This is an optimization exercise on Yosys and OpenROAD, whose aim is small area, not a production implementation.
In this exercise RTL edits were held to simulation tests only and were not proved equivalent to the original.
The clock port is modelled as an ideal driver, which makes a skipped or thinned clock tree look cheaper than it is; a real chip needs a root buffer or a tree.
No activity file was given, so power comes from the tool's default toggle rates.

## run A
// uart_main
module uart_main(
     input logic clk_in,
     input logic  reset,
     input logic [1:0]S,
     input logic Load,
     input logic [7:0]data_board,
     output logic serial_out,
     input logic serial_in,
     output logic [7:0]register
   );
Size: about 220 cells after synthesis, roughly 2100 um2 of cells after synthesis.
==> module uart_main, before the edit <==
module uart_main(
     input logic clk_in,
     input logic  reset,
     input logic [1:0]S,
     input logic Load,
     input logic [7:0]data_board,
     output logic serial_out,
     input logic serial_in,
     output logic [7:0]register
   );
    logic [12:0] txc, txcn;
    logic [1:0] txq;
    wire txeq = (txc == 13'd7478);
    wire txdbl = S[1] ~^ S[0];
    wire txtick = txeq & (txdbl ? (txq[1] & ~txq[0]) : txq[0]);
    assign txcn[0] = txeq ? 1'b1 : txc[12] ^ txc[7];
    assign txcn[1] = txeq ? 1'b0 : txc[0];
    assign txcn[2] = txeq ? 1'b1 : txc[1];
    assign txcn[3] = txeq ? 1'b1 : txc[2];
    assign txcn[4] = txeq ? 1'b1 : txc[3];
    assign txcn[5] = txeq ? 1'b1 : txc[4];
    assign txcn[6] = txeq ? 1'b1 : txc[5];
    assign txcn[7] = txeq ? 1'b0 : txc[6];
    assign txcn[8] = txeq ? 1'b0 : txc[7];
    assign txcn[9] = txeq ? 1'b1 : txc[8];
    assign txcn[10] = txeq ? 1'b0 : txc[9];
    assign txcn[11] = txeq ? S[1] : txc[10];
    assign txcn[12] = txeq ? 1'b1 : txc[11];
    always_ff @(posedge clk_in) begin   
        if (reset) begin
            txc <= 13'd7835;
            txq <= 2'd0;
        end else begin
            txc <= txcn;
            if (txeq) txq <= txq + 2'd1;
        end
    end
    logic [9:0] rxc, rxcn;
    logic rxt;
    wire rxeq = (rxc == 10'd362);
    wire rxtick = rxeq & rxt;
    assign rxcn[0] = rxeq ? 1'b1 : rxc[9] ^ rxc[6];
    assign rxcn[1] = rxeq ? 1'b0 : rxc[0];
    assign rxcn[2] = rxeq ? 1'b1 : rxc[1];
    assign rxcn[3] = rxeq ? ~(~S[1] & S[0]) : rxc[2];
    assign rxcn[4] = rxeq ? ~S[1] : rxc[3];
    assign rxcn[5] = rxeq ? ~S[0] : rxc[4];
    assign rxcn[6] = rxeq ? ~(S[1] & S[0]) : rxc[5];
    assign rxcn[7] = rxeq ? 1'b1 : rxc[6];
    assign rxcn[8] = rxeq ? 1'b1 : rxc[7];
    assign rxcn[9] = rxeq ? S[0] : rxc[8];
    always_ff @(posedge clk_in) begin   
        if (reset) begin
            rxc <= 10'd181;
            rxt <= 1'b0;
        end else begin
            rxc <= rxcn;
            rxt <= rxt ^ rxeq;
        end
    end
    logic [3:0] e;
    logic transmit, a;
    logic [7:0] data_1;
    wire tx_idle = e[3] & ~e[1];
    always_ff @(posedge clk_in or posedge reset) begin
        if (reset) begin
            e <= 4'd8;
        end else if (txtick) begin
            if (tx_idle) begin
                if (transmit) e <= 4'd14;
            end else begin
                e <= e + 4'd1;
            end
        end
    end
    always_ff @(posedge clk_in) begin   
        if (reset) begin
            transmit <= 1'b0;
            a <= 1'b0;
        end else if (txtick && tx_idle) begin
            a <= Load;
            if (!Load) transmit <= a;
        end
    end
    always_ff @(posedge clk_in) begin
        if (txtick && tx_idle && Load) data_1 <= data_board;
    end
    assign serial_out = e[3] ? ~e[0] : data_1[e[2:0]];
    logic [3:0] st, cnt;
    wire rx_idle = st[3] & ~st[1] & st[0];
    wire rx_last = (cnt == 4'd9);
    wire [3:0] st_inc = (st[3] & ~st[0] & ~serial_in) ? st : st + 4'd1;
    always_ff @(posedge clk_in) begin   
        if (reset) begin
            st <= 4'd9;
            cnt <= 4'd0;
        end else if (rxtick) begin
            cnt <= rx_idle ? 4'd0 : cnt + 4'd1;
            if (rx_idle) begin
                st <= serial_in ? 4'd9 : (st[2] ? 4'd13 : 4'd15);
            end else if (rx_last) begin
                st <= st_inc;
            end
        end
    end
    genvar i;
    for (i = 0; i < 8; i = i + 1) begin : g_reg
        always_ff @(posedge clk_in or posedge reset) begin
            if (reset) register[i] <= 1'b0;
            else if (rxtick && rx_last && st == i) register[i] <= serial_in;
        end
    end
endmodule
Settings: LEC_CHECK=0, CAP_MARGIN=20, CORE_MARGIN=2, CORE_UTILIZATION=40, GPL_TIMING_DRIVEN=0, SLEW_MARGIN=20; clock period 10.0 ns.
standard.sh (not shown) runs the stock make flow with config.mk's settings and CLKGATE_MAP_FILE= SYNTH_SCRIPT=/design/flow/synth_recipe.tcl, a recipe that flattens the netlist after the stock synthesis.
==> flow/flow/run.sh <==
#!/bin/bash
# Layout flow: the standard ORFS flow (standard.sh), with its synthesis unchanged, except that
#  - the combinational logic of the synthesized netlist is re-mapped for area by ABC
#    (flow/resynth.sh); every flip-flop keeps its instance name, cell type and connections;
#  - ports are buffered with buf_1 instead of the default port buffer;
#  - before CTS, flow/cts_hook.tcl gives the logic the smallest cells of the same function
#    and builds a one-level clock tree of CLK_CLUSTERS clock buffers in place of the H-tree.
# Logs: standard_synth.log and standard.log (make), resynth/ (yosys), orfs/logs (each step).
set -euo pipefail
export CLK_BUF=sky130_fd_sc_hd__clkbuf_8
export CLK_CLUSTERS=3
R=$PWD/orfs/results/sky130hd/uart_main/base
bash standard.sh synth > standard_synth.log 2>&1
cp $R/1_2_yosys.v $R/1_2_yosys_standard.v
bash flow/resynth.sh $R/1_2_yosys_standard.v $R/1_2_yosys.v $PWD > resynth.log 2>&1
bash standard.sh \
  BUFFER_PORTS_ARGS="-buffer_cell sky130_fd_sc_hd__buf_1" \
  PRE_CTS_TCL="$PWD/flow/cts_hook.tcl" \
  finish > standard.log 2>&1
Other scripts of this flow, unchanged in this note and not shown: flow/flow/cts_clusters.tcl, flow/flow/cts_hook.tcl, flow/flow/downsize.tcl, flow/flow/resynth.sh
The following lists how run B was set up differently from run A:
--- a/flow/design.v
+++ b/flow/design.v
@@ -39,19 +39,19 @@
     logic [9:0] rxc, rxcn;
     logic rxt;
-    wire rxeq = (rxc == 10'd362);
+    wire rxeq = (rxc == 10'd181);
     wire rxtick = rxeq & rxt;
-    assign rxcn[0] = rxeq ? 1'b1 : rxc[9] ^ rxc[6];
-    assign rxcn[1] = rxeq ? 1'b0 : rxc[0];
-    assign rxcn[2] = rxeq ? 1'b1 : rxc[1];
-    assign rxcn[3] = rxeq ? ~(~S[1] & S[0]) : rxc[2];
-    assign rxcn[4] = rxeq ? ~S[1] : rxc[3];
-    assign rxcn[5] = rxeq ? ~S[0] : rxc[4];
-    assign rxcn[6] = rxeq ? ~(S[1] & S[0]) : rxc[5];
+    assign rxcn[0] = rxeq ? 1'b0 : rxc[9] ^ rxc[6];
+    assign rxcn[1] = rxeq ? 1'b1 : rxc[0];
+    assign rxcn[2] = rxeq ? ~(~S[1] & S[0]) : rxc[1];
+    assign rxcn[3] = rxeq ? ~S[1] : rxc[2];
+    assign rxcn[4] = rxeq ? ~S[0] : rxc[3];
+    assign rxcn[5] = rxeq ? ~(S[1] & S[0]) : rxc[4];
+    assign rxcn[6] = rxeq ? 1'b1 : rxc[5];
     assign rxcn[7] = rxeq ? 1'b1 : rxc[6];
-    assign rxcn[8] = rxeq ? 1'b1 : rxc[7];
-    assign rxcn[9] = rxeq ? S[0] : rxc[8];
+    assign rxcn[8] = rxeq ? S[0] : rxc[7];
+    assign rxcn[9] = rxeq ? 1'b0 : rxc[8];
     always_ff @(posedge clk_in) begin   
         if (reset) begin
-            rxc <= 10'd181;
+            rxc <= 10'd90;
             rxt <= 1'b0;
         end else begin
@@ -90,12 +90,12 @@
     logic [3:0] st, cnt;
     wire rx_idle = st[3] & ~st[1] & st[0];
-    wire rx_last = (cnt == 4'd9);
+    wire rx_last = (cnt == 4'd15);
     wire [3:0] st_inc = (st[3] & ~st[0] & ~serial_in) ? st : st + 4'd1;
     always_ff @(posedge clk_in) begin   
         if (reset) begin
             st <= 4'd9;
-            cnt <= 4'd0;
+            cnt <= 4'd6;
         end else if (rxtick) begin
-            cnt <= rx_idle ? 4'd0 : cnt + 4'd1;
+            cnt <= rx_idle ? 4'd6 : cnt + 4'd1;
             if (rx_idle) begin
                 st <= serial_in ? 4'd9 : (st[2] ? 4'd13 : 4'd15);
### Flow results
Run B completed end to end with timing, DRC and antenna clean.
Compared with run A, run B shows die area lower by 0.51%.
Compared with run A, in run B global-route track usage on met1 held, multi-input combinational gate total went down 6, maximum clock frequency went up 35 MHz, clock network power share went up 0.6 points, fill cell total of the finished layout went up 0.79%.
No run of this note takes its clock network from TritonCTS; it comes from the design's own scripts or RTL.

## what the ideal ports hide
Ports are ideal in the flow. The routed layouts listed here were re-timed in OpenROAD.
Step 1 (the two cells are an assumption about what drives the block):
set clk [get_ports {clk_in}]
set_driving_cell -lib_cell sky130_fd_sc_hd__clkbuf_16 $clk
set_driving_cell -lib_cell sky130_fd_sc_hd__buf_2 [delete_from_list [all_inputs] $clk]
Step 2 moves the port delays by t, midway between the first and last clock arrival at a register: inputs arrive t later, outputs are due t later. That takes back most of the time a late clock gives input paths.
a / b / c = no drivers / after step 1 / after step 2; a / b = the first two.
run	shift t [ns]	setup slack, ns	worst setup path at the end
run A	0.208	5.697 / 5.724 / 5.516	input to register
run B	0.206	6.265 / 6.287 / 6.081	input to register
After both steps setup and hold are still met in every run listed. The setup slack of run B, which loses most, moves by +0.022 ns with the drivers and by -0.184 ns with both steps.
